From an optimization exercise on the open Yosys and OpenROAD flow, aimed at small area, a short achievable clock period and few clock cycles per item; shortcuts taken in it are not production practice.
At most, simulation tests tie the RTL to the original design; equivalence was not proved.
Function not checked in run 2: the RTL went through the layout flow alone.

==> flow/design.v (outline; a module is shown in full before it is edited, if it fits) <==
// module Det: 1938 lines
// module fa: 6 lines
// module ha: 6 lines
module Det (clock, reset, go, readAddress, writeAddress,
            WE, readbus, writebus, overflow, finished);
  // ...
==> flow/flow/run.sh <==
#!/bin/bash
# Standard ORFS layout, with repair_timing aiming for extra setup slack
# (the clock period and constraints are the design's own).
set -euo pipefail
export SETUP_SLACK_MARGIN=${FLOW_SETUP_MARGIN:-8.5}
bash standard.sh > standard.log 2>&1
==> flow/standard.sh <==
#!/bin/bash
# synth_recipe.tcl (not shown) runs the flow's synth.tcl, then flattens the netlist and writes it again
# the make line also repeats each setting of config.mk as NAME=value (left out here)
make -C /OpenROAD-flow-scripts/flow DESIGN_CONFIG=/design/flow/config.mk WORK_HOME=/design/flow/orfs CLKGATE_MAP_FILE= SYNTH_SCRIPT=/design/flow/synth_recipe.tcl "${@:-finish}"
==> flow/config.mk <==
export PLATFORM = sky130hd
export DESIGN_NAME = Det
export DESIGN_NICKNAME = Det
export VERILOG_FILES = /design/flow/design.v
export SDC_FILE = /design/flow/constraint.sdc
export NUM_CORES = 4
export LEC_CHECK = 0
export CAP_MARGIN = 20
export CORE_MARGIN = 2
export CORE_UTILIZATION = 40
export SLEW_MARGIN = 20
export SYNTH_HIERARCHICAL = 1
==> flow/constraint.sdc <==
create_clock -name core_clock -period 15.0 [get_ports {clock}]
set_input_delay 3.0000 -clock core_clock [delete_from_list [all_inputs] [get_ports {clock}]]
set_output_delay 3.0000 -clock core_clock [all_outputs]
set_load 0.01 [all_outputs]
==> flow_summary.yaml, run 1 <==
run_status:
  status: "no timing/DRC/antenna violations"
worst_setup_path:
  required_ns: 15.33
  critical_path_depth: 20
finish:
  fillers: 5807
  final_cell_mix: "xnor2_1 (453), a22oi_1 (372), fa_1 (328)"
  inv_count: 18
  final_area_um2: 27800
sta:
  finalSetupViolCount: 0
  final_max_slew_viol_count: 0
  fmax_mhz: 155
synth:
  async_flop_share: 0
  ys_warn_count: 7
  ys_seq_area_frac: 0.153
  ys_top_cells_by_count: "xnor2_1 (454), a22oi_1 (385), fa_1 (337)"
  synth_simple_gate_area_frac: 0.0821
  synthesis.area_um2: 25100
  synth_xor_area_frac: 0.169
global_route:
  grt_use_met1: 0.369
  grtUsageTotal: 0.254
  gr-usage-met2: 0.391
  grt_antenna_before_repair: 5
route:
  viasPerCell: 6.21
  avgRoutedWirePerCell_um: 25.7
  antenna_left: 0
  firstDrtPassIters: 7
  via_count: 20800
placed_design:
  placed_cell_area_um2: 26100
  dpl_worst_slack_ns: 8.03
floorplanning:
  die_w_um: 254
  core_area_um2: 61800
  start_util: 0.406
  dieArea_um2: 64700
clock_tree:
  clkTransAtPathRegs_ns: 0.08
  cts_sinks: 184
Testbench counts, summed over its fixed seeds: cycles 5,128, dets 320.
==> run 2: changes to the inputs <==
--- a/flow/design.v
+++ b/flow/design.v
@@ -1919,17 +1919,447 @@
     assign mma[28] = m_fc327;
     assign mmb[28] = m_fs329;
     assign mma[29] = m_fc329;
     assign mmb[29] = m_fs331;
     assign mma[30] = m_fc331;
     assign mmb[30] = m_fs333;
     assign mma[31] = m_fc333;
     assign mmb[31] = m_fs335;
-    assign R1 = mma + mmb;
+    wire [31:0] R1_p, R1_g;
+    ha R1_h0 (.a(mma[0]), .b(mmb[0]), .s(R1_p[0]), .co(R1_g[0]));
+    ha R1_h1 (.a(mma[1]), .b(mmb[1]), .s(R1_p[1]), .co(R1_g[1]));
+    ha R1_h2 (.a(mma[2]), .b(mmb[2]), .s(R1_p[2]), .co(R1_g[2]));
+    ha R1_h3 (.a(mma[3]), .b(mmb[3]), .s(R1_p[3]), .co(R1_g[3]));
+    ha R1_h4 (.a(mma[4]), .b(mmb[4]), .s(R1_p[4]), .co(R1_g[4]));
+    ha R1_h5 (.a(mma[5]), .b(mmb[5]), .s(R1_p[5]), .co(R1_g[5]));
+    ha R1_h6 (.a(mma[6]), .b(mmb[6]), .s(R1_p[6]), .co(R1_g[6]));
+    ha R1_h7 (.a(mma[7]), .b(mmb[7]), .s(R1_p[7]), .co(R1_g[7]));
+    ha R1_h8 (.a(mma[8]), .b(mmb[8]), .s(R1_p[8]), .co(R1_g[8]));
+    ha R1_h9 (.a(mma[9]), .b(mmb[9]), .s(R1_p[9]), .co(R1_g[9]));
+    ha R1_h10 (.a(mma[10]), .b(mmb[10]), .s(R1_p[10]), .co(R1_g[10]));
+    ha R1_h11 (.a(mma[11]), .b(mmb[11]), .s(R1_p[11]), .co(R1_g[11]));
+    ha R1_h12 (.a(mma[12]), .b(mmb[12]), .s(R1_p[12]), .co(R1_g[12]));
+    ha R1_h13 (.a(mma[13]), .b(mmb[13]), .s(R1_p[13]), .co(R1_g[13]));
+    ha R1_h14 (.a(mma[14]), .b(mmb[14]), .s(R1_p[14]), .co(R1_g[14]));
+    ha R1_h15 (.a(mma[15]), .b(mmb[15]), .s(R1_p[15]), .co(R1_g[15]));
+    ha R1_h16 (.a(mma[16]), .b(mmb[16]), .s(R1_p[16]), .co(R1_g[16]));
+    ha R1_h17 (.a(mma[17]), .b(mmb[17]), .s(R1_p[17]), .co(R1_g[17]));
+    ha R1_h18 (.a(mma[18]), .b(mmb[18]), .s(R1_p[18]), .co(R1_g[18]));
+    ha R1_h19 (.a(mma[19]), .b(mmb[19]), .s(R1_p[19]), .co(R1_g[19]));
+    ha R1_h20 (.a(mma[20]), .b(mmb[20]), .s(R1_p[20]), .co(R1_g[20]));
+    ha R1_h21 (.a(mma[21]), .b(mmb[21]), .s(R1_p[21]), .co(R1_g[21]));
+    ha R1_h22 (.a(mma[22]), .b(mmb[22]), .s(R1_p[22]), .co(R1_g[22]));
+    ha R1_h23 (.a(mma[23]), .b(mmb[23]), .s(R1_p[23]), .co(R1_g[23]));
+    ha R1_h24 (.a(mma[24]), .b(mmb[24]), .s(R1_p[24]), .co(R1_g[24]));
+    ha R1_h25 (.a(mma[25]), .b(mmb[25]), .s(R1_p[25]), .co(R1_g[25]));
+    ha R1_h26 (.a(mma[26]), .b(mmb[26]), .s(R1_p[26]), .co(R1_g[26]));
+    ha R1_h27 (.a(mma[27]), .b(mmb[27]), .s(R1_p[27]), .co(R1_g[27]));
+    ha R1_h28 (.a(mma[28]), .b(mmb[28]), .s(R1_p[28]), .co(R1_g[28]));
+    ha R1_h29 (.a(mma[29]), .b(mmb[29]), .s(R1_p[29]), .co(R1_g[29]));
+    ha R1_h30 (.a(mma[30]), .b(mmb[30]), .s(R1_p[30]), .co(R1_g[30]));
+    ha R1_h31 (.a(mma[31]), .b(mmb[31]), .s(R1_p[31]), .co(R1_g[31]));
+    wire R1_G0;
+    gk_n R1_k0 (.gh(R1_g[1]), .ph(R1_p[1]), .gl(R1_g[0]), .go(R1_G0));
+    wire R1_G1;
+    wire R1_P1;
+    pk_n R1_k1 (.gh(R1_g[2]), .ph(R1_p[2]), .gl(R1_g[1]), .pl(R1_p[1]), .go(R1_G1), .po(R1_P1));
+    wire R1_G2;
+    wire R1_P2;
+    pk_n R1_k2 (.gh(R1_g[3]), .ph(R1_p[3]), .gl(R1_g[2]), .pl(R1_p[2]), .go(R1_G2), .po(R1_P2));
+    wire R1_G3;
+    wire R1_P3;
+    pk_n R1_k3 (.gh(R1_g[4]), .ph(R1_p[4]), .gl(R1_g[3]), .pl(R1_p[3]), .go(R1_G3), .po(R1_P3));
+    wire R1_G4;
+    wire R1_P4;
+    pk_n R1_k4 (.gh(R1_g[5]), .ph(R1_p[5]), .gl(R1_g[4]), .pl(R1_p[4]), .go(R1_G4), .po(R1_P4));
+    wire R1_G5;
+    wire R1_P5;
+    pk_n R1_k5 (.gh(R1_g[6]), .ph(R1_p[6]), .gl(R1_g[5]), .pl(R1_p[5]), .go(R1_G5), .po(R1_P5));
+    wire R1_G6;
+    wire R1_P6;
+    pk_n R1_k6 (.gh(R1_g[7]), .ph(R1_p[7]), .gl(R1_g[6]), .pl(R1_p[6]), .go(R1_G6), .po(R1_P6));
+    wire R1_G7;
+    wire R1_P7;
+    pk_n R1_k7 (.gh(R1_g[8]), .ph(R1_p[8]), .gl(R1_g[7]), .pl(R1_p[7]), .go(R1_G7), .po(R1_P7));
+    wire R1_G8;
+    wire R1_P8;
+    pk_n R1_k8 (.gh(R1_g[9]), .ph(R1_p[9]), .gl(R1_g[8]), .pl(R1_p[8]), .go(R1_G8), .po(R1_P8));
+    wire R1_G9;
+    wire R1_P9;
+    pk_n R1_k9 (.gh(R1_g[10]), .ph(R1_p[10]), .gl(R1_g[9]), .pl(R1_p[9]), .go(R1_G9), .po(R1_P9));
+    wire R1_G10;
+    wire R1_P10;
+    pk_n R1_k10 (.gh(R1_g[11]), .ph(R1_p[11]), .gl(R1_g[10]), .pl(R1_p[10]), .go(R1_G10), .po(R1_P10));
+    wire R1_G11;
+    wire R1_P11;
+    pk_n R1_k11 (.gh(R1_g[12]), .ph(R1_p[12]), .gl(R1_g[11]), .pl(R1_p[11]), .go(R1_G11), .po(R1_P11));
+    wire R1_G12;
+    wire R1_P12;
+    pk_n R1_k12 (.gh(R1_g[13]), .ph(R1_p[13]), .gl(R1_g[12]), .pl(R1_p[12]), .go(R1_G12), .po(R1_P12));
+    wire R1_G13;
+    wire R1_P13;
+    pk_n R1_k13 (.gh(R1_g[14]), .ph(R1_p[14]), .gl(R1_g[13]), .pl(R1_p[13]), .go(R1_G13), .po(R1_P13));
+    wire R1_G14;
+    wire R1_P14;
+    pk_n R1_k14 (.gh(R1_g[15]), .ph(R1_p[15]), .gl(R1_g[14]), .pl(R1_p[14]), .go(R1_G14), .po(R1_P14));
+    wire R1_G15;
+    wire R1_P15;
+    pk_n R1_k15 (.gh(R1_g[16]), .ph(R1_p[16]), .gl(R1_g[15]), .pl(R1_p[15]), .go(R1_G15), .po(R1_P15));
+    wire R1_G16;
+    wire R1_P16;
+    pk_n R1_k16 (.gh(R1_g[17]), .ph(R1_p[17]), .gl(R1_g[16]), .pl(R1_p[16]), .go(R1_G16), .po(R1_P16));
+    wire R1_G17;
+    wire R1_P17;
+    pk_n R1_k17 (.gh(R1_g[18]), .ph(R1_p[18]), .gl(R1_g[17]), .pl(R1_p[17]), .go(R1_G17), .po(R1_P17));
+    wire R1_G18;
+    wire R1_P18;
+    pk_n R1_k18 (.gh(R1_g[19]), .ph(R1_p[19]), .gl(R1_g[18]), .pl(R1_p[18]), .go(R1_G18), .po(R1_P18));
+    wire R1_G19;
+    wire R1_P19;
+    pk_n R1_k19 (.gh(R1_g[20]), .ph(R1_p[20]), .gl(R1_g[19]), .pl(R1_p[19]), .go(R1_G19), .po(R1_P19));
+    wire R1_G20;
+    wire R1_P20;
+    pk_n R1_k20 (.gh(R1_g[21]), .ph(R1_p[21]), .gl(R1_g[20]), .pl(R1_p[20]), .go(R1_G20), .po(R1_P20));
+    wire R1_G21;
+    wire R1_P21;
+    pk_n R1_k21 (.gh(R1_g[22]), .ph(R1_p[22]), .gl(R1_g[21]), .pl(R1_p[21]), .go(R1_G21), .po(R1_P21));
+    wire R1_G22;
+    wire R1_P22;
+    pk_n R1_k22 (.gh(R1_g[23]), .ph(R1_p[23]), .gl(R1_g[22]), .pl(R1_p[22]), .go(R1_G22), .po(R1_P22));
+    wire R1_G23;
+    wire R1_P23;
+    pk_n R1_k23 (.gh(R1_g[24]), .ph(R1_p[24]), .gl(R1_g[23]), .pl(R1_p[23]), .go(R1_G23), .po(R1_P23));
+    wire R1_G24;
+    wire R1_P24;
+    pk_n R1_k24 (.gh(R1_g[25]), .ph(R1_p[25]), .gl(R1_g[24]), .pl(R1_p[24]), .go(R1_G24), .po(R1_P24));
+    wire R1_G25;
+    wire R1_P25;
+    pk_n R1_k25 (.gh(R1_g[26]), .ph(R1_p[26]), .gl(R1_g[25]), .pl(R1_p[25]), .go(R1_G25), .po(R1_P25));
+    wire R1_G26;
+    wire R1_P26;
+    pk_n R1_k26 (.gh(R1_g[27]), .ph(R1_p[27]), .gl(R1_g[26]), .pl(R1_p[26]), .go(R1_G26), .po(R1_P26));
+    wire R1_G27;
+    wire R1_P27;
+    pk_n R1_k27 (.gh(R1_g[28]), .ph(R1_p[28]), .gl(R1_g[27]), .pl(R1_p[27]), .go(R1_G27), .po(R1_P27));
+    wire R1_G28;
+    wire R1_P28;
+    pk_n R1_k28 (.gh(R1_g[29]), .ph(R1_p[29]), .gl(R1_g[28]), .pl(R1_p[28]), .go(R1_G28), .po(R1_P28));
+    wire R1_G29;
+    wire R1_P29;
+    pk_n R1_k29 (.gh(R1_g[30]), .ph(R1_p[30]), .gl(R1_g[29]), .pl(R1_p[29]), .go(R1_G29), .po(R1_P29));
+    wire R1_G30;
+    wire R1_P30;
+    pk_n R1_k30 (.gh(R1_g[31]), .ph(R1_p[31]), .gl(R1_g[30]), .pl(R1_p[30]), .go(R1_G30), .po(R1_P30));
+    wire R1_i31g = ~R1_g[0];
+    wire R1_G31;
+    gk_p R1_k31 (.gh(R1_G1), .ph(R1_P1), .gl(R1_i31g), .go(R1_G31));
+    wire R1_G32;
+    gk_p R1_k32 (.gh(R1_G2), .ph(R1_P2), .gl(R1_G0), .go(R1_G32));
+    wire R1_G33;
+    wire R1_P33;
+    pk_p R1_k33 (.gh(R1_G3), .ph(R1_P3), .gl(R1_G1), .pl(R1_P1), .go(R1_G33), .po(R1_P33));
+    wire R1_G34;
+    wire R1_P34;
+    pk_p R1_k34 (.gh(R1_G4), .ph(R1_P4), .gl(R1_G2), .pl(R1_P2), .go(R1_G34), .po(R1_P34));
+    wire R1_G35;
+    wire R1_P35;
+    pk_p R1_k35 (.gh(R1_G5), .ph(R1_P5), .gl(R1_G3), .pl(R1_P3), .go(R1_G35), .po(R1_P35));
+    wire R1_G36;
+    wire R1_P36;
+    pk_p R1_k36 (.gh(R1_G6), .ph(R1_P6), .gl(R1_G4), .pl(R1_P4), .go(R1_G36), .po(R1_P36));
+    wire R1_G37;
+    wire R1_P37;
+    pk_p R1_k37 (.gh(R1_G7), .ph(R1_P7), .gl(R1_G5), .pl(R1_P5), .go(R1_G37), .po(R1_P37));
+    wire R1_G38;
+    wire R1_P38;
+    pk_p R1_k38 (.gh(R1_G8), .ph(R1_P8), .gl(R1_G6), .pl(R1_P6), .go(R1_G38), .po(R1_P38));
+    wire R1_G39;
+    wire R1_P39;
+    pk_p R1_k39 (.gh(R1_G9), .ph(R1_P9), .gl(R1_G7), .pl(R1_P7), .go(R1_G39), .po(R1_P39));
+    wire R1_G40;
+    wire R1_P40;
+    pk_p R1_k40 (.gh(R1_G10), .ph(R1_P10), .gl(R1_G8), .pl(R1_P8), .go(R1_G40), .po(R1_P40));
+    wire R1_G41;
+    wire R1_P41;
+    pk_p R1_k41 (.gh(R1_G11), .ph(R1_P11), .gl(R1_G9), .pl(R1_P9), .go(R1_G41), .po(R1_P41));
+    wire R1_G42;
+    wire R1_P42;
+    pk_p R1_k42 (.gh(R1_G12), .ph(R1_P12), .gl(R1_G10), .pl(R1_P10), .go(R1_G42), .po(R1_P42));
+    wire R1_G43;
+    wire R1_P43;
+    pk_p R1_k43 (.gh(R1_G13), .ph(R1_P13), .gl(R1_G11), .pl(R1_P11), .go(R1_G43), .po(R1_P43));
+    wire R1_G44;
+    wire R1_P44;
+    pk_p R1_k44 (.gh(R1_G14), .ph(R1_P14), .gl(R1_G12), .pl(R1_P12), .go(R1_G44), .po(R1_P44));
+    wire R1_G45;
+    wire R1_P45;
+    pk_p R1_k45 (.gh(R1_G15), .ph(R1_P15), .gl(R1_G13), .pl(R1_P13), .go(R1_G45), .po(R1_P45));
+    wire R1_G46;
+    wire R1_P46;
+    pk_p R1_k46 (.gh(R1_G16), .ph(R1_P16), .gl(R1_G14), .pl(R1_P14), .go(R1_G46), .po(R1_P46));
+    wire R1_G47;
+    wire R1_P47;
+    pk_p R1_k47 (.gh(R1_G17), .ph(R1_P17), .gl(R1_G15), .pl(R1_P15), .go(R1_G47), .po(R1_P47));
+    wire R1_G48;
+    wire R1_P48;
+    pk_p R1_k48 (.gh(R1_G18), .ph(R1_P18), .gl(R1_G16), .pl(R1_P16), .go(R1_G48), .po(R1_P48));
+    wire R1_G49;
+    wire R1_P49;
+    pk_p R1_k49 (.gh(R1_G19), .ph(R1_P19), .gl(R1_G17), .pl(R1_P17), .go(R1_G49), .po(R1_P49));
+    wire R1_G50;
+    wire R1_P50;
+    pk_p R1_k50 (.gh(R1_G20), .ph(R1_P20), .gl(R1_G18), .pl(R1_P18), .go(R1_G50), .po(R1_P50));
+    wire R1_G51;
+    wire R1_P51;
+    pk_p R1_k51 (.gh(R1_G21), .ph(R1_P21), .gl(R1_G19), .pl(R1_P19), .go(R1_G51), .po(R1_P51));
+    wire R1_G52;
+    wire R1_P52;
+    pk_p R1_k52 (.gh(R1_G22), .ph(R1_P22), .gl(R1_G20), .pl(R1_P20), .go(R1_G52), .po(R1_P52));
+    wire R1_G53;
+    wire R1_P53;
+    pk_p R1_k53 (.gh(R1_G23), .ph(R1_P23), .gl(R1_G21), .pl(R1_P21), .go(R1_G53), .po(R1_P53));
+    wire R1_G54;
+    wire R1_P54;
+    pk_p R1_k54 (.gh(R1_G24), .ph(R1_P24), .gl(R1_G22), .pl(R1_P22), .go(R1_G54), .po(R1_P54));
+    wire R1_G55;
+    wire R1_P55;
+    pk_p R1_k55 (.gh(R1_G25), .ph(R1_P25), .gl(R1_G23), .pl(R1_P23), .go(R1_G55), .po(R1_P55));
+    wire R1_G56;
+    wire R1_P56;
+    pk_p R1_k56 (.gh(R1_G26), .ph(R1_P26), .gl(R1_G24), .pl(R1_P24), .go(R1_G56), .po(R1_P56));
+    wire R1_G57;
+    wire R1_P57;
+    pk_p R1_k57 (.gh(R1_G27), .ph(R1_P27), .gl(R1_G25), .pl(R1_P25), .go(R1_G57), .po(R1_P57));
+    wire R1_G58;
+    wire R1_P58;
+    pk_p R1_k58 (.gh(R1_G28), .ph(R1_P28), .gl(R1_G26), .pl(R1_P26), .go(R1_G58), .po(R1_P58));
+    wire R1_G59;
+    wire R1_P59;
+    pk_p R1_k59 (.gh(R1_G29), .ph(R1_P29), .gl(R1_G27), .pl(R1_P27), .go(R1_G59), .po(R1_P59));
+    wire R1_G60;
+    wire R1_P60;
+    pk_p R1_k60 (.gh(R1_G30), .ph(R1_P30), .gl(R1_G28), .pl(R1_P28), .go(R1_G60), .po(R1_P60));
+    wire R1_G61;
+    gk_n R1_k61 (.gh(R1_G33), .ph(R1_P33), .gl(R1_g[0]), .go(R1_G61));
+    wire R1_i62g = ~R1_G0;
+    wire R1_G62;
+    gk_n R1_k62 (.gh(R1_G34), .ph(R1_P34), .gl(R1_i62g), .go(R1_G62));
+    wire R1_G63;
+    gk_n R1_k63 (.gh(R1_G35), .ph(R1_P35), .gl(R1_G31), .go(R1_G63));
+    wire R1_G64;
+    gk_n R1_k64 (.gh(R1_G36), .ph(R1_P36), .gl(R1_G32), .go(R1_G64));
+    wire R1_G65;
+    wire R1_P65;
+    pk_n R1_k65 (.gh(R1_G37), .ph(R1_P37), .gl(R1_G33), .pl(R1_P33), .go(R1_G65), .po(R1_P65));
+    wire R1_G66;
+    wire R1_P66;
+    pk_n R1_k66 (.gh(R1_G38), .ph(R1_P38), .gl(R1_G34), .pl(R1_P34), .go(R1_G66), .po(R1_P66));
+    wire R1_G67;
+    wire R1_P67;
+    pk_n R1_k67 (.gh(R1_G39), .ph(R1_P39), .gl(R1_G35), .pl(R1_P35), .go(R1_G67), .po(R1_P67));
+    wire R1_G68;
+    wire R1_P68;
+    pk_n R1_k68 (.gh(R1_G40), .ph(R1_P40), .gl(R1_G36), .pl(R1_P36), .go(R1_G68), .po(R1_P68));
+    wire R1_G69;
+    wire R1_P69;
+    pk_n R1_k69 (.gh(R1_G41), .ph(R1_P41), .gl(R1_G37), .pl(R1_P37), .go(R1_G69), .po(R1_P69));
+    wire R1_G70;
+    wire R1_P70;
+    pk_n R1_k70 (.gh(R1_G42), .ph(R1_P42), .gl(R1_G38), .pl(R1_P38), .go(R1_G70), .po(R1_P70));
+    wire R1_G71;
+    wire R1_P71;
+    pk_n R1_k71 (.gh(R1_G43), .ph(R1_P43), .gl(R1_G39), .pl(R1_P39), .go(R1_G71), .po(R1_P71));
+    wire R1_G72;
+    wire R1_P72;
+    pk_n R1_k72 (.gh(R1_G44), .ph(R1_P44), .gl(R1_G40), .pl(R1_P40), .go(R1_G72), .po(R1_P72));
+    wire R1_G73;
+    wire R1_P73;
+    pk_n R1_k73 (.gh(R1_G45), .ph(R1_P45), .gl(R1_G41), .pl(R1_P41), .go(R1_G73), .po(R1_P73));
+    wire R1_G74;
+    wire R1_P74;
+    pk_n R1_k74 (.gh(R1_G46), .ph(R1_P46), .gl(R1_G42), .pl(R1_P42), .go(R1_G74), .po(R1_P74));
+    wire R1_G75;
+    wire R1_P75;
+    pk_n R1_k75 (.gh(R1_G47), .ph(R1_P47), .gl(R1_G43), .pl(R1_P43), .go(R1_G75), .po(R1_P75));
+    wire R1_G76;
+    wire R1_P76;
+    pk_n R1_k76 (.gh(R1_G48), .ph(R1_P48), .gl(R1_G44), .pl(R1_P44), .go(R1_G76), .po(R1_P76));
+    wire R1_G77;
+    wire R1_P77;
+    pk_n R1_k77 (.gh(R1_G49), .ph(R1_P49), .gl(R1_G45), .pl(R1_P45), .go(R1_G77), .po(R1_P77));
+    wire R1_G78;
+    wire R1_P78;
+    pk_n R1_k78 (.gh(R1_G50), .ph(R1_P50), .gl(R1_G46), .pl(R1_P46), .go(R1_G78), .po(R1_P78));
+    wire R1_G79;
+    wire R1_P79;
+    pk_n R1_k79 (.gh(R1_G51), .ph(R1_P51), .gl(R1_G47), .pl(R1_P47), .go(R1_G79), .po(R1_P79));
+    wire R1_G80;
+    wire R1_P80;
+    pk_n R1_k80 (.gh(R1_G52), .ph(R1_P52), .gl(R1_G48), .pl(R1_P48), .go(R1_G80), .po(R1_P80));
+    wire R1_G81;
+    wire R1_P81;
+    pk_n R1_k81 (.gh(R1_G53), .ph(R1_P53), .gl(R1_G49), .pl(R1_P49), .go(R1_G81), .po(R1_P81));
+    wire R1_G82;
+    wire R1_P82;
+    pk_n R1_k82 (.gh(R1_G54), .ph(R1_P54), .gl(R1_G50), .pl(R1_P50), .go(R1_G82), .po(R1_P82));
+    wire R1_G83;
+    wire R1_P83;
+    pk_n R1_k83 (.gh(R1_G55), .ph(R1_P55), .gl(R1_G51), .pl(R1_P51), .go(R1_G83), .po(R1_P83));
+    wire R1_G84;
+    wire R1_P84;
+    pk_n R1_k84 (.gh(R1_G56), .ph(R1_P56), .gl(R1_G52), .pl(R1_P52), .go(R1_G84), .po(R1_P84));
+    wire R1_G85;
+    wire R1_P85;
+    pk_n R1_k85 (.gh(R1_G57), .ph(R1_P57), .gl(R1_G53), .pl(R1_P53), .go(R1_G85), .po(R1_P85));
+    wire R1_G86;
+    wire R1_P86;
+    pk_n R1_k86 (.gh(R1_G58), .ph(R1_P58), .gl(R1_G54), .pl(R1_P54), .go(R1_G86), .po(R1_P86));
+    wire R1_G87;
+    wire R1_P87;
+    pk_n R1_k87 (.gh(R1_G59), .ph(R1_P59), .gl(R1_G55), .pl(R1_P55), .go(R1_G87), .po(R1_P87));
+    wire R1_G88;
+    wire R1_P88;
+    pk_n R1_k88 (.gh(R1_G60), .ph(R1_P60), .gl(R1_G56), .pl(R1_P56), .go(R1_G88), .po(R1_P88));
+    wire R1_i89g = ~R1_g[0];
+    wire R1_G89;
+    gk_p R1_k89 (.gh(R1_G65), .ph(R1_P65), .gl(R1_i89g), .go(R1_G89));
+    wire R1_G90;
+    gk_p R1_k90 (.gh(R1_G66), .ph(R1_P66), .gl(R1_G0), .go(R1_G90));
+    wire R1_i91g = ~R1_G31;
+    wire R1_G91;
+    gk_p R1_k91 (.gh(R1_G67), .ph(R1_P67), .gl(R1_i91g), .go(R1_G91));
+    wire R1_i92g = ~R1_G32;
+    wire R1_G92;
+    gk_p R1_k92 (.gh(R1_G68), .ph(R1_P68), .gl(R1_i92g), .go(R1_G92));
+    wire R1_G93;
+    gk_p R1_k93 (.gh(R1_G69), .ph(R1_P69), .gl(R1_G61), .go(R1_G93));
+    wire R1_G94;
+    gk_p R1_k94 (.gh(R1_G70), .ph(R1_P70), .gl(R1_G62), .go(R1_G94));
+    wire R1_G95;
+    gk_p R1_k95 (.gh(R1_G71), .ph(R1_P71), .gl(R1_G63), .go(R1_G95));
+    wire R1_G96;
+    gk_p R1_k96 (.gh(R1_G72), .ph(R1_P72), .gl(R1_G64), .go(R1_G96));
+    wire R1_G97;
+    wire R1_P97;
+    pk_p R1_k97 (.gh(R1_G73), .ph(R1_P73), .gl(R1_G65), .pl(R1_P65), .go(R1_G97), .po(R1_P97));
+    wire R1_G98;
+    wire R1_P98;
+    pk_p R1_k98 (.gh(R1_G74), .ph(R1_P74), .gl(R1_G66), .pl(R1_P66), .go(R1_G98), .po(R1_P98));
+    wire R1_G99;
+    wire R1_P99;
+    pk_p R1_k99 (.gh(R1_G75), .ph(R1_P75), .gl(R1_G67), .pl(R1_P67), .go(R1_G99), .po(R1_P99));
+    wire R1_G100;
+    wire R1_P100;
+    pk_p R1_k100 (.gh(R1_G76), .ph(R1_P76), .gl(R1_G68), .pl(R1_P68), .go(R1_G100), .po(R1_P100));
+    wire R1_G101;
+    wire R1_P101;
+    pk_p R1_k101 (.gh(R1_G77), .ph(R1_P77), .gl(R1_G69), .pl(R1_P69), .go(R1_G101), .po(R1_P101));
+    wire R1_G102;
+    wire R1_P102;
+    pk_p R1_k102 (.gh(R1_G78), .ph(R1_P78), .gl(R1_G70), .pl(R1_P70), .go(R1_G102), .po(R1_P102));
+    wire R1_G103;
+    wire R1_P103;
+    pk_p R1_k103 (.gh(R1_G79), .ph(R1_P79), .gl(R1_G71), .pl(R1_P71), .go(R1_G103), .po(R1_P103));
+    wire R1_G104;
+    wire R1_P104;
+    pk_p R1_k104 (.gh(R1_G80), .ph(R1_P80), .gl(R1_G72), .pl(R1_P72), .go(R1_G104), .po(R1_P104));
+    wire R1_G105;
+    wire R1_P105;
+    pk_p R1_k105 (.gh(R1_G81), .ph(R1_P81), .gl(R1_G73), .pl(R1_P73), .go(R1_G105), .po(R1_P105));
+    wire R1_G106;
+    wire R1_P106;
+    pk_p R1_k106 (.gh(R1_G82), .ph(R1_P82), .gl(R1_G74), .pl(R1_P74), .go(R1_G106), .po(R1_P106));
+    wire R1_G107;
+    wire R1_P107;
+    pk_p R1_k107 (.gh(R1_G83), .ph(R1_P83), .gl(R1_G75), .pl(R1_P75), .go(R1_G107), .po(R1_P107));
+    wire R1_G108;
+    wire R1_P108;
+    pk_p R1_k108 (.gh(R1_G84), .ph(R1_P84), .gl(R1_G76), .pl(R1_P76), .go(R1_G108), .po(R1_P108));
+    wire R1_G109;
+    wire R1_P109;
+    pk_p R1_k109 (.gh(R1_G85), .ph(R1_P85), .gl(R1_G77), .pl(R1_P77), .go(R1_G109), .po(R1_P109));
+    wire R1_G110;
+    wire R1_P110;
+    pk_p R1_k110 (.gh(R1_G86), .ph(R1_P86), .gl(R1_G78), .pl(R1_P78), .go(R1_G110), .po(R1_P110));
+    wire R1_G111;
+    wire R1_P111;
+    pk_p R1_k111 (.gh(R1_G87), .ph(R1_P87), .gl(R1_G79), .pl(R1_P79), .go(R1_G111), .po(R1_P111));
+    wire R1_G112;
+    wire R1_P112;
+    pk_p R1_k112 (.gh(R1_G88), .ph(R1_P88), .gl(R1_G80), .pl(R1_P80), .go(R1_G112), .po(R1_P112));
+    wire R1_G113;
+    gk_n R1_k113 (.gh(R1_G97), .ph(R1_P97), .gl(R1_g[0]), .go(R1_G113));
+    wire R1_i114g = ~R1_G0;
+    wire R1_G114;
+    gk_n R1_k114 (.gh(R1_G98), .ph(R1_P98), .gl(R1_i114g), .go(R1_G114));
+    wire R1_G115;
+    gk_n R1_k115 (.gh(R1_G99), .ph(R1_P99), .gl(R1_G31), .go(R1_G115));
+    wire R1_G116;
+    gk_n R1_k116 (.gh(R1_G100), .ph(R1_P100), .gl(R1_G32), .go(R1_G116));
+    wire R1_i117g = ~R1_G61;
+    wire R1_G117;
+    gk_n R1_k117 (.gh(R1_G101), .ph(R1_P101), .gl(R1_i117g), .go(R1_G117));
+    wire R1_i118g = ~R1_G62;
+    wire R1_G118;
+    gk_n R1_k118 (.gh(R1_G102), .ph(R1_P102), .gl(R1_i118g), .go(R1_G118));
+    wire R1_i119g = ~R1_G63;
+    wire R1_G119;
+    gk_n R1_k119 (.gh(R1_G103), .ph(R1_P103), .gl(R1_i119g), .go(R1_G119));
+    wire R1_i120g = ~R1_G64;
+    wire R1_G120;
+    gk_n R1_k120 (.gh(R1_G104), .ph(R1_P104), .gl(R1_i120g), .go(R1_G120));
+    wire R1_G121;
+    gk_n R1_k121 (.gh(R1_G105), .ph(R1_P105), .gl(R1_G89), .go(R1_G121));
+    wire R1_G122;
+    gk_n R1_k122 (.gh(R1_G106), .ph(R1_P106), .gl(R1_G90), .go(R1_G122));
+    wire R1_G123;
+    gk_n R1_k123 (.gh(R1_G107), .ph(R1_P107), .gl(R1_G91), .go(R1_G123));
+    wire R1_G124;
+    gk_n R1_k124 (.gh(R1_G108), .ph(R1_P108), .gl(R1_G92), .go(R1_G124));
+    wire R1_G125;
+    gk_n R1_k125 (.gh(R1_G109), .ph(R1_P109), .gl(R1_G93), .go(R1_G125));
+    wire R1_G126;
+    gk_n R1_k126 (.gh(R1_G110), .ph(R1_P110), .gl(R1_G94), .go(R1_G126));
+    wire R1_G127;
+    gk_n R1_k127 (.gh(R1_G111), .ph(R1_P111), .gl(R1_G95), .go(R1_G127));
+    wire R1_G128;
+    gk_n R1_k128 (.gh(R1_G112), .ph(R1_P112), .gl(R1_G96), .go(R1_G128));
+    assign R1[0] = R1_p[0];
+    assign R1[1] = R1_p[1] ^ R1_g[0];
+    assign R1[2] = ~(R1_p[2] ^ R1_G0);
+    assign R1[3] = R1_p[3] ^ R1_G31;
+    assign R1[4] = R1_p[4] ^ R1_G32;
+    assign R1[5] = ~(R1_p[5] ^ R1_G61);
+    assign R1[6] = ~(R1_p[6] ^ R1_G62);
+    assign R1[7] = ~(R1_p[7] ^ R1_G63);
+    assign R1[8] = ~(R1_p[8] ^ R1_G64);
+    assign R1[9] = R1_p[9] ^ R1_G89;
+    assign R1[10] = R1_p[10] ^ R1_G90;
+    assign R1[11] = R1_p[11] ^ R1_G91;
+    assign R1[12] = R1_p[12] ^ R1_G92;
+    assign R1[13] = R1_p[13] ^ R1_G93;
+    assign R1[14] = R1_p[14] ^ R1_G94;
+    assign R1[15] = R1_p[15] ^ R1_G95;
+    assign R1[16] = R1_p[16] ^ R1_G96;
+    assign R1[17] = ~(R1_p[17] ^ R1_G113);
+    assign R1[18] = ~(R1_p[18] ^ R1_G114);
+    assign R1[19] = ~(R1_p[19] ^ R1_G115);
+    assign R1[20] = ~(R1_p[20] ^ R1_G116);
+    assign R1[21] = ~(R1_p[21] ^ R1_G117);
+    assign R1[22] = ~(R1_p[22] ^ R1_G118);
+    assign R1[23] = ~(R1_p[23] ^ R1_G119);
+    assign R1[24] = ~(R1_p[24] ^ R1_G120);
+    assign R1[25] = ~(R1_p[25] ^ R1_G121);
+    assign R1[26] = ~(R1_p[26] ^ R1_G122);
+    assign R1[27] = ~(R1_p[27] ^ R1_G123);
+    assign R1[28] = ~(R1_p[28] ^ R1_G124);
+    assign R1[29] = ~(R1_p[29] ^ R1_G125);
+    assign R1[30] = ~(R1_p[30] ^ R1_G126);
+    assign R1[31] = ~(R1_p[31] ^ R1_G127);
     assign R2 = t2a + t2b;
     assign writebus = F1;
     always @(posedge clock) begin
         Xb <= R2;
         if (start) F1 <= 32'd1;
         else if (!pA) F1 <= R1;
         if (pA)      F2 <= R1;
         else if (pB) F2 <= Xb;
@@ -1943,8 +2373,30 @@
     assign co = (a & b) | (a & c) | (b & c);
 endmodule
 module ha (a, b, s, co);
     input  a, b;
     output s, co;
     assign s  = a ^ b;
     assign co = a & b;
 endmodule
+module pk_n (gh, ph, gl, pl, go, po);
+    input  gh, ph, gl, pl;
+    output go, po;
+    assign go = ~(gh | (ph & gl));
+    assign po = ~(ph & pl);
+endmodule
+module pk_p (gh, ph, gl, pl, go, po);
+    input  gh, ph, gl, pl;
+    output go, po;
+    assign go = ~(gh & (ph | gl));
+    assign po = ~(ph | pl);
+endmodule
+module gk_n (gh, ph, gl, go);
+    input  gh, ph, gl;
+    output go;
+    assign go = ~(gh | (ph & gl));
+endmodule
+module gk_p (gh, ph, gl, go);
+    input  gh, ph, gl;
+    output go;
+    assign go = ~(gh & (ph | gl));
+endmodule
==> run 2 against run 1 <==
Effect of this change: still clean; sequential cell count did not move; design area is 0.84% lower; critical path type unchanged; hold slack improved by 0.0036 ns; wire length grew 0.69%.
==> flow_summary.yaml, run 2 <==
route:
  viasPerCell: 6.05
  via_count: 20700
  remaining_drc_errors: 0
  antenna_left: 0
  firstDrtPassIters: 7
  avgRoutedWirePerCell_um: 25.3
  routed_wl_mm: 86.6
  drt_iter0_markers: 2268
worst_setup_path:
  crit_type: "reg -> reg"
  r2r_slack_ns: 8.73
  r2r_cells: 19
  cp_data_arrival_time_ns: 6.60
  r2r-start: "F1[12]"
  start_kind: "flip-flop"
  required_ns: 15.33
  r2r-end: "F2[27]"
  cp_max_fo: 19
  endpoint_kind: "flip-flop"
finish:
  multi_input_area_um2: 20700
  syn_to_final_growth_pct: 7.17
  fin_nets: 3062
  regArea_um2: 3930
  final_cells: 3424
  fillers: 6117
  final_common_cell: "xnor2_1"
  drive_gt1_frac: 0.109
  final_cell_mix: "xnor2_1 (447), a22oi_1 (383), fa_1 (336)"
clock_tree:
  cts_buffers: 17
  hold_buffers: 0
  cts_sinks: 184
  clkTransAtPathRegs_ns: 0.09
  cts_buffer_depth: 2
  cts_tree: "yes"
  cts_setup_buffers: 0
  cts-resized-gates: 36
  cts-root-buf: "clkbuf_16"
  clock_latency_ns: 0.47
  cts-htree-levels: 4
flow_run:
  drv_cap: 0
placed_design:
  place_inst: 3391
  numPortBuffers: 72
  gp_congestion: 0.903
  hpwl_mm: 65.3
floorplanning:
  start_util: 0.406
  dieHeight_um: 258
  die_w_um: 258
  dieArea_um2: 66300
  core_area_um2: 63300
  num_io_pins: 84
  num_rows: 92
synth:
  ys_seq_area_frac: 0.149
  yosysTopAreaCell: "fa_1"
  ys_warn_count: 7
  async_flop_share: 0
  ys.flop_type: "dfxtp_1"
  synth_most_common_cell: "xnor2_1"
  ys_ff_latch: 184
  synth.distinct_cells: 64
  synthTopCellsByArea: "fa_1 (26%), xnor2_1 (15%), dfxtp_1 (13%)"
  synthesis.area_um2: 25700
  synth_edf_count: 16
  ys_top_cells_by_count: "xnor2_1 (450), a22oi_1 (383), fa_1 (336)"
  synth_top_area_frac: 0.262
  synth_cells: 2702
  avgSynthCellArea_um2: 9.52
min_path:
  hold_depth: 2
  hold_start: "pC"
  hp-class: "reg -> reg"
  min_to: "pA"
global_route:
  grt_max_degree: 100
  grt_overflow: 0
  grt_pass1_vias: 21300
  gr-usage-met2: 0.397
  grtUsageTotal: 0.261
  grt-busiest-layer: "met2"
  grt_pass1_wl_mm: 134
  met3_usage: 0.0389
  grt_antenna_before_repair: 3
  grt_use_met1: 0.388
sta:
  finalCritPeriodShare: 0.418
  relSlewSlack: 0.328
  rsz0062_at_grt: "true"
  final_hold_viol_count: 0
  tns_ns: 0
  finalSetupViolCount: 0
  clock_skew_ns: 0.0195
  final_max_slew_viol_count: 0
  fin_crit_ns: 6.27
  fmax_mhz: 160
  tightestPinTransition_ns: 1.01
run_status:
  status: "no timing/DRC/antenna violations"
-- run 2: cell families (layout without fill, tap and decap cells) --
logic type	count (synthesis)	count (layout)	synth area share
multiplexers	43	43	0.0167
AND/OR/NAND/NOR	457	457	0.0847
AO/OA/AOI/OAI	758	758	0.212
flip-flops	184	184	0.149
other	2	12	0.000292
XOR/XNOR	481	481	0.164
buffers and inverters	314	180	0.0491
adder cells (fa/ha/maj)	463	463	0.323
-- run 2: critical path: stages, from the launching register on --
cell and delay [ns]:
dfxtp_2 0.62, a22oi_1 0.19, xnor2_1 0.26, fa_1 0.50
fa_1 0.40, fa_1 0.46, fa_1 0.50, ha_1 0.20
nor2b_1 0.31, fa_1 0.51, fa_1 0.46, ha_1 0.39
nand2_1 0.15, nor2_1 0.24, nand2_1 0.13, nor2_1 0.15
a21oi_2 0.10, xnor2_2 0.28, nand2_1 0.09, o21ai_0 0.18
-- run 2: how the worst max path moves through the flow --
stage,depth (start not counted),to,start,slack (ns)
floorplan,20,F1[19],OP2[8],9.13
global placement,19,F2[27],F1[15],8.12
detailed placement,19,F2[27],F1[15],8.17
CTS,20,F2[27],OP2[0],8.50
global route,20,F2[27],OP2[3],8.50
finish,19,F2[27],F1[12],8.73
-- run 2: routing by layer --
metal	share of wire	vias to the layer above	wire length (um)
li1	-	9025	-
met1	0.46	10500	39800
met2	0.44	1073	38100
met3	0.079	132	6830
met4	0.022	2	1900
met5	0.000092	-	8
-- run 2: stage by stage --
step                      utilization  hold WS (ns)  instance area (um2)  worst slack [ns]
after global routing            0.435         0.496                27600              8.50
final                           0.435         0.459                27600              8.73
after CTS                       0.433         0.466                27400              8.50
after global placement          0.423         0.450                26800              8.12
after floorplan                     -         0.428                25700              9.13
after detailed placement        0.423         0.451                26800              8.17
-- run 2: modules after synthesis (local to each module, per instance) --
module | cell area (um2) | copies in the design | flops+latches
fa | 20.0 | 336 | 0
pk_p | 12.5 | 42 | 0
Det | 16400 | 1 | 184
gk_n | 8.76 | 20 | 0
ha | 12.5 | 94 | 0
gk_p | 5.00 | 10 | 0
pk_n | 12.5 | 52 | 0
-- run 2: area by class of cell --
| class | instances | share of cell area |
|---|---|---|
| Clock buffer | 18 | 0.0159 |
| Tap cell | 846 | 0.0384 |
| Clock inverter | 14 | 0.00627 |
| Sequential cell | 184 | 0.143 |
| Antenna cell | 1 | 0.0000908 |
| Inverter | 24 | 0.00327 |
| Multi-Input combinational cell | 2213 | 0.751 |
| Timing Repair Buffer | 124 | 0.0427 |

## afterwards: timing with drivers on the ports
Ports are ideal in the flow. The routed layouts listed here were re-timed in OpenROAD.
Step 1: set_driving_cell puts a clkbuf_16 on clock and a buf_2 on each other input, an assumption about the parent block.
Step 2 also shifts input and output timing later by t, the mid clock arrival at the registers, as if the neighbouring blocks saw the same clock.
a / b / c = ideal ports / drivers / drivers and shift; a / b = the first two.
run	t, ns	slack for setup (ns)	worst register clock-pin slew, ns
run 1	0.508	8.565 / 8.565 / 8.565	0.08 / 0.08
run 2	0.516	8.731 / 8.731 / 8.731	0.09 / 0.09
After both steps setup and hold are still met in every run listed.
